From an optimization exercise on the open Yosys and OpenROAD flow, aimed at small area; shortcuts taken in it are not production practice. Where RTL was checked, it was by simulation tests only, not by an equivalence proof against the original. Power and IR drop assume default switching activity.

## lidar_system_top
module lidar_system_top (
    input  wire clk,
    input  wire rst,
    input  wire rx,
    output wire tx,
    output wire [15:0] dbg_max_idx,
    output wire [15:0] dbg_min_idx,
    output wire [15:0] dbg_max_dist,
    output wire [15:0] dbg_min_dist,
    output wire [15:0] dbg_obs_alert,
    output wire [15:0] dbg_max_angle,
    output wire [15:0] dbg_min_angle,
    output wire        dbg_angle_done
);
clock: 10.0 ns
lec_check: 0
cap_margin: 20
core_margin: 2
core_utilization: 40
place_density: 0.6
slew_margin: 20
standard.sh (not shown) runs the stock make flow with config.mk's settings and CLKGATE_MAP_FILE= SYNTH_SCRIPT=/design/flow/synth_recipe.tcl, a recipe that flattens the netlist after the stock synthesis.
==> flow/flow/run.sh <==
#!/bin/bash
# The standard ORFS flow (standard.sh) with these changes:
#  - synthesis: the standard script, but abc maps the logic for area
#    (flow/area.abc), adders included (no ADDER_MAP_FILE); flip-flops are
#    the standard synthesis's
#  - port buffers use sky130_fd_sc_hd__buf_1
#  - clock tree: clkbuf_4 buffers, small sink clusters, no dummy loads
# Tool logs: orfs/logs/..., make output in finish.log.
set -euo pipefail
F=$PWD/flow
export MY_ABC_SCRIPT=$F/area.abc
export BUFFER_PORTS_ARGS="-buffer_cell sky130_fd_sc_hd__buf_1"
export CTS_ARGS="-sink_clustering_enable -repair_clock_nets -dont_use_dummy_load -buf_list sky130_fd_sc_hd__clkbuf_4 -root_buf sky130_fd_sc_hd__clkbuf_8 -sink_clustering_size 10 -sink_clustering_max_diameter 40"
bash standard.sh finish SYNTH_SCRIPT=$F/my_synth.tcl ADDER_MAP_FILE= > finish.log 2>&1
==> flow/flow/area.abc <==
strash
ifraig
dc2
dch -f
amap -m -F 4 -A 16
==> flow/flow/my_synth.tcl <==
# synth_recipe.tcl (the standard synthesis: synth without fsm and share,
# then flattened and renamed) with one change: abc maps the logic with the
# area-oriented script in MY_ABC_SCRIPT instead of ORFS's speed script.
# Flip-flops are mapped before abc runs, so they are the standard ones.
proc synth {args} { yosys synth -nofsm -noshare {*}$args }
proc abc {args} {
  set i [lsearch -exact $args -script]
  if {$i >= 0 && [info exists ::env(MY_ABC_SCRIPT)]} {
    set args [lreplace $args [expr {$i + 1}] [expr {$i + 1}] $::env(MY_ABC_SCRIPT)]
  }
  yosys abc {*}$args
}
source $::env(SCRIPTS_DIR)/synth.tcl
# left out here: clear keep_hierarchy, flatten, clean up, hide names made inside functions, write 1_2_yosys.v
The first run ran to the end with no violations.
Edit:
--- a/flow/design.v
+++ b/flow/design.v
@@ -24,15 +24,14 @@
     always @(posedge clk) ph <= rst ? 4'd0 : ph + 4'd1;
     wire p0  = (ph == 4'd0);
     wire p15 = (ph == 4'd15);
     reg        rxs;
     reg        rbusy;
     reg  [3:0] rqb;
     reg  [1:0] rqq;
-    reg        rpend;
     wire rsamp = ptick && rbusy && (rqq == 2'b01);
     always @(posedge clk) rxs <= rx;
     always @(posedge clk) begin
         if (rst) rbusy <= 1'b0;
         else if (ptick) begin
             if (!rbusy) rbusy <= !rxs;
             else if (rsamp && (rqb == 4'd11)) rbusy <= 1'b0;
@@ -45,15 +44,15 @@
         end else if (ptick) begin
             rqq <= {rqq[0], ~rqq[1]};
             if (rqq == 2'b10) rqb <= {rqb[2:0], rqb[3] ^ rqb[2]};
         end
     end
     localparam [3:0] J_IDLE = 4'd0, J_RXBIT = 4'd1, J_COPY = 4'd2, J_ADJ = 4'd3,
                      J_SPAN = 4'd4, J_ADD36 = 4'd5, J_SHIFT = 4'd6, J_CMP = 4'd7,
-                     J_SAMP = 4'd8;
+                     J_SAMP = 4'd8, J_PEND = 4'd9;
     localparam [3:0] P_H1 = 4'd0, P_H2 = 4'd1, P_CT = 4'd2, P_F0 = 4'd3, P_F1 = 4'd4,
                      P_L0 = 4'd5, P_L1 = 4'd6, P_S0 = 4'd7, P_S1 = 4'd8;
     reg  [3:0] js;
     reg  [3:0] st;
     reg  [7:0] ct;
     reg  [7:0] idx;
     reg [15:0] rsh, acc, delta;
@@ -103,23 +102,23 @@
             lt <= lt_new | (p15 & first);
         end
     end
     always @(posedge clk) begin
         if (rst) begin
             st    <= P_H1;
             js    <= J_IDLE;
-            rpend <= 1'b0;
             done  <= 1'b0;
         end else begin
-            if (rsamp && (rqb != 4'd1)) rpend <= 1'b1;
+            if (rsamp && (rqb != 4'd1) && js == J_IDLE) js <= J_PEND;
             done <= 1'b0;
             if (p15) begin
                 case (js)
-                    J_IDLE: if (rpend) begin
-                        rpend <= 1'b0;
+                    J_IDLE: ;
+                    J_PEND: begin
+                        js <= J_IDLE;
                         if (rbusy) js <= J_RXBIT;
                         else begin
                             case (st)
                                 P_H1: if (byte_in == 8'h55) st <= P_H2;
                                 P_H2: if (byte_in == 8'hAA) st <= P_CT;
                                       else if (byte_in != 8'h55) st <= P_H1;
                                 P_CT: st <= P_F0;
@@ -143,15 +142,15 @@
                     end
                     default: js <= J_IDLE;
                 endcase
             end
         end
     end
     always @(posedge clk) begin
-        if (p15 && js == J_IDLE && rpend && !rbusy && st == P_CT) ct <= byte_in;
+        if (p15 && js == J_PEND && !rbusy && st == P_CT) ct <= byte_in;
         if (p15 && op_copy) sub <= ge_new;
         if (p15 && op_adj)  sub <= 1'b1;
         if (p15 && op_span && cout) neg <= 1'b0;
         if (p15 && op_add36) neg <= ~cout;
         if (p15 && js == J_IDLE && st == P_L1) idx <= 8'd0;
         else if (op_shift && p15) idx <= doshift ? idx_inc : 8'd0;
         else if (op_samp && (p0 || (last && idx[7:4] == 4'd0))) idx <= idx_inc;
Effect: Count of clock-buffer cells in the layout is lower by 1. Final cell count falls by 2.4%. Total power decreases by 1.1%. Area after synthesis is lower by 1.2%. Wire length fell by 1.6%. First-iteration DRC count went down by 4.7%. Fmax is higher by 0.76%. Cell area falls by 1.2%. Setup slack is better by 0.029 ns. Utilization drops by 0.22 points. Hold slack degrades by 0.034 ns.

---

The RTL this note starts from:
==> flow/design.v <==
`timescale 1ns/1ps
module lidar_system_top (
    input  wire clk,
    input  wire rst,
    input  wire rx,
    output wire tx,
    output wire [15:0] dbg_max_idx,
    output wire [15:0] dbg_min_idx,
    output wire [15:0] dbg_max_dist,
    output wire [15:0] dbg_min_dist,
    output wire [15:0] dbg_obs_alert,
    output wire [15:0] dbg_max_angle,
    output wire [15:0] dbg_min_angle,
    output wire        dbg_angle_done
);
    localparam [15:0] K36 = 16'd36000;
    localparam [15:0] K29 = 16'd29536;           
    localparam [7:0] PEND = 8'd202;
    reg  [7:0] pre;
    wire       ptick = (pre == PEND);
    always @(posedge clk)
        pre <= (rst || ptick) ? 8'd1 : {pre[6:0], pre[7] ^ pre[5] ^ pre[4] ^ pre[3]};
    reg  [3:0] ph;
    always @(posedge clk) ph <= rst ? 4'd0 : ph + 4'd1;
    wire p0  = (ph == 4'd0);
    wire p15 = (ph == 4'd15);
    reg        rxs;
    reg        rbusy;
    reg  [3:0] rqb;
    reg  [1:0] rqq;
    reg        rpend;
    wire rsamp = ptick && rbusy && (rqq == 2'b01);
    always @(posedge clk) rxs <= rx;
    always @(posedge clk) begin
        if (rst) rbusy <= 1'b0;
        else if (ptick) begin
            if (!rbusy) rbusy <= !rxs;
            else if (rsamp && (rqb == 4'd11)) rbusy <= 1'b0;
        end
    end
    always @(posedge clk) begin
        if (!rbusy) begin
            rqq <= 2'b00;
            rqb <= 4'd1;
        end else if (ptick) begin
            rqq <= {rqq[0], ~rqq[1]};
            if (rqq == 2'b10) rqb <= {rqb[2:0], rqb[3] ^ rqb[2]};
        end
    end
    localparam [3:0] J_IDLE = 4'd0, J_RXBIT = 4'd1, J_COPY = 4'd2, J_ADJ = 4'd3,
                     J_SPAN = 4'd4, J_ADD36 = 4'd5, J_SHIFT = 4'd6, J_CMP = 4'd7,
                     J_SAMP = 4'd8;
    localparam [3:0] P_H1 = 4'd0, P_H2 = 4'd1, P_CT = 4'd2, P_F0 = 4'd3, P_F1 = 4'd4,
                     P_L0 = 4'd5, P_L1 = 4'd6, P_S0 = 4'd7, P_S1 = 4'd8;
    reg  [3:0] js;
    reg  [3:0] st;
    reg  [7:0] ct;
    reg  [7:0] idx;
    reg [15:0] rsh, acc, delta;
    reg        c, ge, sub, neg, gt, lt;
    reg        done;
    reg [15:0] max_dist, min_dist, max_angle, min_angle, obs;
    reg  [7:0] max_idx, min_idx;
    wire op_rxbit = (js == J_RXBIT);
    wire op_copy  = (js == J_COPY);
    wire op_adj   = (js == J_ADJ);
    wire op_span  = (js == J_SPAN);
    wire op_add36 = (js == J_ADD36);
    wire op_shift = (js == J_SHIFT);
    wire op_cmp   = (js == J_CMP);
    wire op_samp  = (js == J_SAMP);
    wire [7:0] byte_in = {rsh[0], rsh[15:9]};
    wire [7:0] idx_inc = idx + 8'd1;
    wire       is_last = (idx_inc == ct);
    wire       first   = (idx == 8'd0);
    wire       last    = (st == P_H1);            
    wire       pow2 = (ct != 8'd0) && ((ct & (ct - 8'd1)) == 8'd0);
    wire [2:0] kk   = pow2 ? {|ct[7:4], ct[7] | ct[6] | ct[3] | ct[2], ct[7] | ct[5] | ct[3] | ct[1]}
                           : 3'd0;
    wire       doshift = (idx[2:0] != kk);
    wire k36b = K36[ph];
    wire k29b = K29[ph];
    wire cin  = p0 ? op_span : c;
    wire fa_a = (op_copy || op_span) ? rsh[0] : op_add36 ? delta[0] : acc[0];
    wire fa_b = op_adj ? k29b : op_span ? ~acc[0] : op_add36 ? k36b : op_samp ? delta[0] : 1'b0;
    wire sum  = fa_a ^ fa_b ^ cin;
    wire cout = (fa_a & fa_b) | (cin & (fa_a ^ fa_b));
    wire ge_new = (sum != k36b) ? sum : (p0 | ge);    
    wire gt_new = (rsh[0] != max_dist[0]) ? rsh[0]       : (!p0 & gt);
    wire lt_new = (rsh[0] != min_dist[0]) ? min_dist[0]  : (!p0 & lt);
    wire max_angle_in = gt ? acc[0] : max_angle[0];
    wire min_angle_in = lt ? acc[0] : min_angle[0];
    always @(posedge clk) begin
        c  <= cout;
        ge <= ge_new;
        rsh   <= {op_rxbit ? (p15 ? rxs : rsh[1]) : rsh[0], rsh[15:1]};
        acc   <= {(op_samp && last) ? max_angle_in : (op_copy || op_adj || op_samp) ? sum : acc[0],
                  acc[15:1]};
        delta <= {(op_samp && last) ? min_angle_in : (op_span || op_add36) ? sum :
                  (op_shift && doshift) ? (p15 ? neg : delta[1]) : delta[0], delta[15:1]};
        if (op_cmp) begin
            gt <= gt_new | (p15 & first);
            lt <= lt_new | (p15 & first);
        end
    end
    always @(posedge clk) begin
        if (rst) begin
            st    <= P_H1;
            js    <= J_IDLE;
            rpend <= 1'b0;
            done  <= 1'b0;
        end else begin
            if (rsamp && (rqb != 4'd1)) rpend <= 1'b1;
            done <= 1'b0;
            if (p15) begin
                case (js)
                    J_IDLE: if (rpend) begin
                        rpend <= 1'b0;
                        if (rbusy) js <= J_RXBIT;
                        else begin
                            case (st)
                                P_H1: if (byte_in == 8'h55) st <= P_H2;
                                P_H2: if (byte_in == 8'hAA) st <= P_CT;
                                      else if (byte_in != 8'h55) st <= P_H1;
                                P_CT: st <= P_F0;
                                P_F0: st <= P_F1;
                                P_F1: begin st <= P_L0; js <= J_COPY; end
                                P_L0: st <= P_L1;
                                P_L1: begin st <= P_S0; js <= J_SPAN; end
                                P_S0: st <= P_S1;
                                P_S1: begin st <= is_last ? P_H1 : P_S0; js <= J_CMP; end
                                default: st <= P_H1;
                            endcase
                        end
                    end
                    J_SPAN:  js <= cout ? J_SHIFT : J_ADD36;
                    J_ADD36: js <= J_SHIFT;
                    J_SHIFT: if (!doshift) js <= sub ? J_ADJ : J_IDLE;
                    J_CMP:   js <= J_SAMP;
                    J_SAMP:  begin
                        js   <= (!last && !sub && (cout || neg || ge_new)) ? J_ADJ : J_IDLE;
                        done <= last;
                    end
                    default: js <= J_IDLE;
                endcase
            end
        end
    end
    always @(posedge clk) begin
        if (p15 && js == J_IDLE && rpend && !rbusy && st == P_CT) ct <= byte_in;
        if (p15 && op_copy) sub <= ge_new;
        if (p15 && op_adj)  sub <= 1'b1;
        if (p15 && op_span && cout) neg <= 1'b0;
        if (p15 && op_add36) neg <= ~cout;
        if (p15 && js == J_IDLE && st == P_L1) idx <= 8'd0;
        else if (op_shift && p15) idx <= doshift ? idx_inc : 8'd0;
        else if (op_samp && (p0 || (last && idx[7:4] == 4'd0))) idx <= idx_inc;
        if (op_samp && idx[7:4] == 4'd0) begin
            if (p0) obs <= {~|rsh[15:10], obs[15:1]};
            else if (last) obs <= {1'b0, obs[15:1]};
        end
        if (op_samp && p0) begin
            if (gt) max_idx <= idx;
            if (lt) min_idx <= idx;
        end
        if (op_cmp || op_samp) begin
            max_dist <= {(op_samp && gt) ? rsh[0] : max_dist[0], max_dist[15:1]};
            min_dist <= {(op_samp && lt) ? rsh[0] : min_dist[0], min_dist[15:1]};
        end
        if (op_samp) begin
            max_angle <= {max_angle_in, max_angle[15:1]};
            min_angle <= {min_angle_in, min_angle[15:1]};
        end
    end
    reg       tact;
    reg [1:0] tbyte;
    reg [3:0] tbit;
    reg [1:0] tq;
    wire      tend = ptick && (tbit == 4'd8) && (tq == 2'b10);
    always @(posedge clk) begin
        if (rst) tact <= 1'b0;
        else if (done) tact <= 1'b1;
        else if (tend && (tbyte == 2'd3)) tact <= 1'b0;
    end
    always @(posedge clk) begin
        if (!tact) begin
            tbit  <= 4'd14;
            tq    <= 2'b10;
            tbyte <= 2'd0;
        end else if (tend) begin
            tbit  <= 4'd15;
            tq    <= 2'b00;
            tbyte <= tbyte + 2'd1;
        end else if (ptick) begin
            tq <= {tq[0], ~tq[1]};
            if (tq == 2'b10) tbit <= tbit + 4'd1;
        end
    end
    reg        tnext, tcur;
    wire [3:0] tnidx = {tbyte[0], tbit[2:0] + 3'd1};
    always @(posedge clk) begin
        if (ph == tnidx) tnext <= tbyte[1] ? delta[0] : acc[0];
        if (ptick && tq == 2'b10) tcur <= tnext;
    end
    assign tx = ~tact | (tbit[3] ? ~&tbit[2:0] : tcur);
    assign dbg_max_idx    = {8'd0, max_idx};
    assign dbg_min_idx    = {8'd0, min_idx};
    assign dbg_max_dist   = max_dist;
    assign dbg_min_dist   = min_dist;
    assign dbg_obs_alert  = obs;
    assign dbg_max_angle  = max_angle;
    assign dbg_min_angle  = min_angle;
    assign dbg_angle_done = done;
endmodule
export LEC_CHECK = 0
export CAP_MARGIN = 20
export CORE_MARGIN = 2
export CORE_UTILIZATION = 40
export PLACE_DENSITY = 0.6
export SLEW_MARGIN = 20
create_clock -name core_clock -period 10.0 [get_ports {clk}]
==> flow/flow/run.sh <==
#!/bin/bash
# Standard synthesis, then the standard ORFS steps with two changes:
#  - port buffers use sky130_fd_sc_hd__buf_1
#  - clock tree: small buffers and sink clusters, no dummy loads
set -euo pipefail
bash standard.sh synth > synth.log 2>&1
export BUFFER_PORTS_ARGS="-buffer_cell sky130_fd_sc_hd__buf_1"
export CTS_ARGS="-sink_clustering_enable -repair_clock_nets -dont_use_dummy_load -buf_list sky130_fd_sc_hd__clkbuf_4 -root_buf sky130_fd_sc_hd__clkbuf_8 -sink_clustering_size 10 -sink_clustering_max_diameter 40"
bash standard.sh finish > finish.log 2>&1
Rerun with:
--- a/flow/design.v
+++ b/flow/design.v
@@ -14,39 +14,31 @@
     output wire        dbg_angle_done
 );
     localparam [15:0] K36 = 16'd36000;
     localparam [15:0] K29 = 16'd29536;           
-    localparam [7:0] PEND = 8'd202;
     reg  [7:0] pre;
-    wire       ptick = (pre == PEND);
-    always @(posedge clk)
-        pre <= (rst || ptick) ? 8'd1 : {pre[6:0], pre[7] ^ pre[5] ^ pre[4] ^ pre[3]};
+    wire       ptick = (pre == 8'd216);
+    always @(posedge clk) pre <= (rst || ptick) ? 8'd0 : pre + 8'd1;
     reg  [3:0] ph;
     always @(posedge clk) ph <= rst ? 4'd0 : ph + 4'd1;
     wire p0  = (ph == 4'd0);
     wire p15 = (ph == 4'd15);
     reg        rxs;
     reg        rbusy;
-    reg  [3:0] rqb;
-    reg  [1:0] rqq;
+    reg  [5:0] rq;
     reg        rpend;
-    wire rsamp = ptick && rbusy && (rqq == 2'b01);
+    wire rsamp = ptick && rbusy && (rq[1:0] == 2'd1);
     always @(posedge clk) rxs <= rx;
     always @(posedge clk) begin
         if (rst) rbusy <= 1'b0;
         else if (ptick) begin
             if (!rbusy) rbusy <= !rxs;
-            else if (rsamp && (rqb == 4'd11)) rbusy <= 1'b0;
-        end
-    end
-    always @(posedge clk) begin
-        if (!rbusy) begin
-            rqq <= 2'b00;
-            rqb <= 4'd1;
-        end else if (ptick) begin
-            rqq <= {rqq[0], ~rqq[1]};
-            if (rqq == 2'b10) rqb <= {rqb[2:0], rqb[3] ^ rqb[2]};
-        end
+            else if (rsamp && (rq[5:2] == 4'd9)) rbusy <= 1'b0;
+        end
+    end
+    always @(posedge clk) begin
+        if (!rbusy) rq <= 6'd0;
+        else if (ptick) rq <= rq + 6'd1;
     end
     localparam [3:0] J_IDLE = 4'd0, J_RXBIT = 4'd1, J_COPY = 4'd2, J_ADJ = 4'd3,
                      J_SPAN = 4'd4, J_ADD36 = 4'd5, J_SHIFT = 4'd6, J_CMP = 4'd7,
                      J_SAMP = 4'd8;
@@ -109,9 +101,9 @@
             js    <= J_IDLE;
             rpend <= 1'b0;
             done  <= 1'b0;
         end else begin
-            if (rsamp && (rqb != 4'd1)) rpend <= 1'b1;
+            if (rsamp && (rq[5:2] != 4'd0)) rpend <= 1'b1;
             done <= 1'b0;
             if (p15) begin
                 case (js)
                     J_IDLE: if (rpend) begin
@@ -175,33 +167,32 @@
     reg       tact;
     reg [1:0] tbyte;
     reg [3:0] tbit;
     reg [1:0] tq;
-    wire      tend = ptick && (tbit == 4'd8) && (tq == 2'b10);
+    wire      tend = ptick && (tbit == 4'd8) && (tq == 2'd3);
     always @(posedge clk) begin
         if (rst) tact <= 1'b0;
         else if (done) tact <= 1'b1;
         else if (tend && (tbyte == 2'd3)) tact <= 1'b0;
     end
     always @(posedge clk) begin
         if (!tact) begin
             tbit  <= 4'd14;
-            tq    <= 2'b10;
+            tq    <= 2'd3;
             tbyte <= 2'd0;
         end else if (tend) begin
             tbit  <= 4'd15;
-            tq    <= 2'b00;
+            tq    <= 2'd0;
             tbyte <= tbyte + 2'd1;
         end else if (ptick) begin
-            tq <= {tq[0], ~tq[1]};
-            if (tq == 2'b10) tbit <= tbit + 4'd1;
+            {tbit, tq} <= {tbit, tq} + 6'd1;
         end
     end
     reg        tnext, tcur;
     wire [3:0] tnidx = {tbyte[0], tbit[2:0] + 3'd1};
     always @(posedge clk) begin
         if (ph == tnidx) tnext <= tbyte[1] ? delta[0] : acc[0];
-        if (ptick && tq == 2'b10) tcur <= tnext;
+        if (ptick && tq == 2'd3) tcur <= tnext;
     end
     assign tx = ~tact | (tbit[3] ? ~&tbit[2:0] : tcur);
     assign dbg_max_idx    = {8'd0, max_idx};
     assign dbg_min_idx    = {8'd0, min_idx};
Maximum frequency drops slightly.
Cell count rises slightly.
Total power is about the same.
Register-to-register slack improves by 0.08 ns.
Global-route usage fell by 1.1 points.
Synthesized area falls slightly.
Sequential power stays flat.
Count of clock-buffer cells in the layout rose by 2.
Cell area stays flat.
Die area came out lower slightly.
Routed wire length went down by a few percent.
Setup slack degrades by 0.070 ns.
Only the layout flow was run in the second run of this note; the RTL was not checked for function there.

afterwards: timing with drivers on the ports:
The results above use ideal ports. As a check the final layouts listed here were re-extracted and re-timed, cells and wires unchanged.
Step 1 assumes that a clkbuf_16 drives the clock port and a buf_2 every other input.
Step 2 also shifts input and output timing later by t, the mid clock arrival at the registers, as if the neighbouring blocks saw the same clock.
Slacks: no drivers / after step 1 / after step 2; pairs: no drivers / after step 1.
| run | t, ns | setup slack, ns | hold slack, ns | pins driven straight from the clock port |
|---|---|---|---|---|
| the first run of note 1 | 0.520 | 6.185 / 6.152 / 6.340 | 0.307 / 0.307 / 0.307 | 1 |
| the second run of note 1 | 0.525 | 6.214 / 6.176 / 6.396 | 0.273 / 0.273 / 0.273 | 1 |
| the first run of note 2 | 0.545 | 6.360 / 6.323 / 6.382 | 0.297 / 0.297 / 0.297 | 1 |
| the second run of note 2 | 0.540 | 6.290 / 6.249 / 6.458 | 0.296 / 0.296 / 0.296 | 1 |
After both steps every run listed still meets setup and hold.
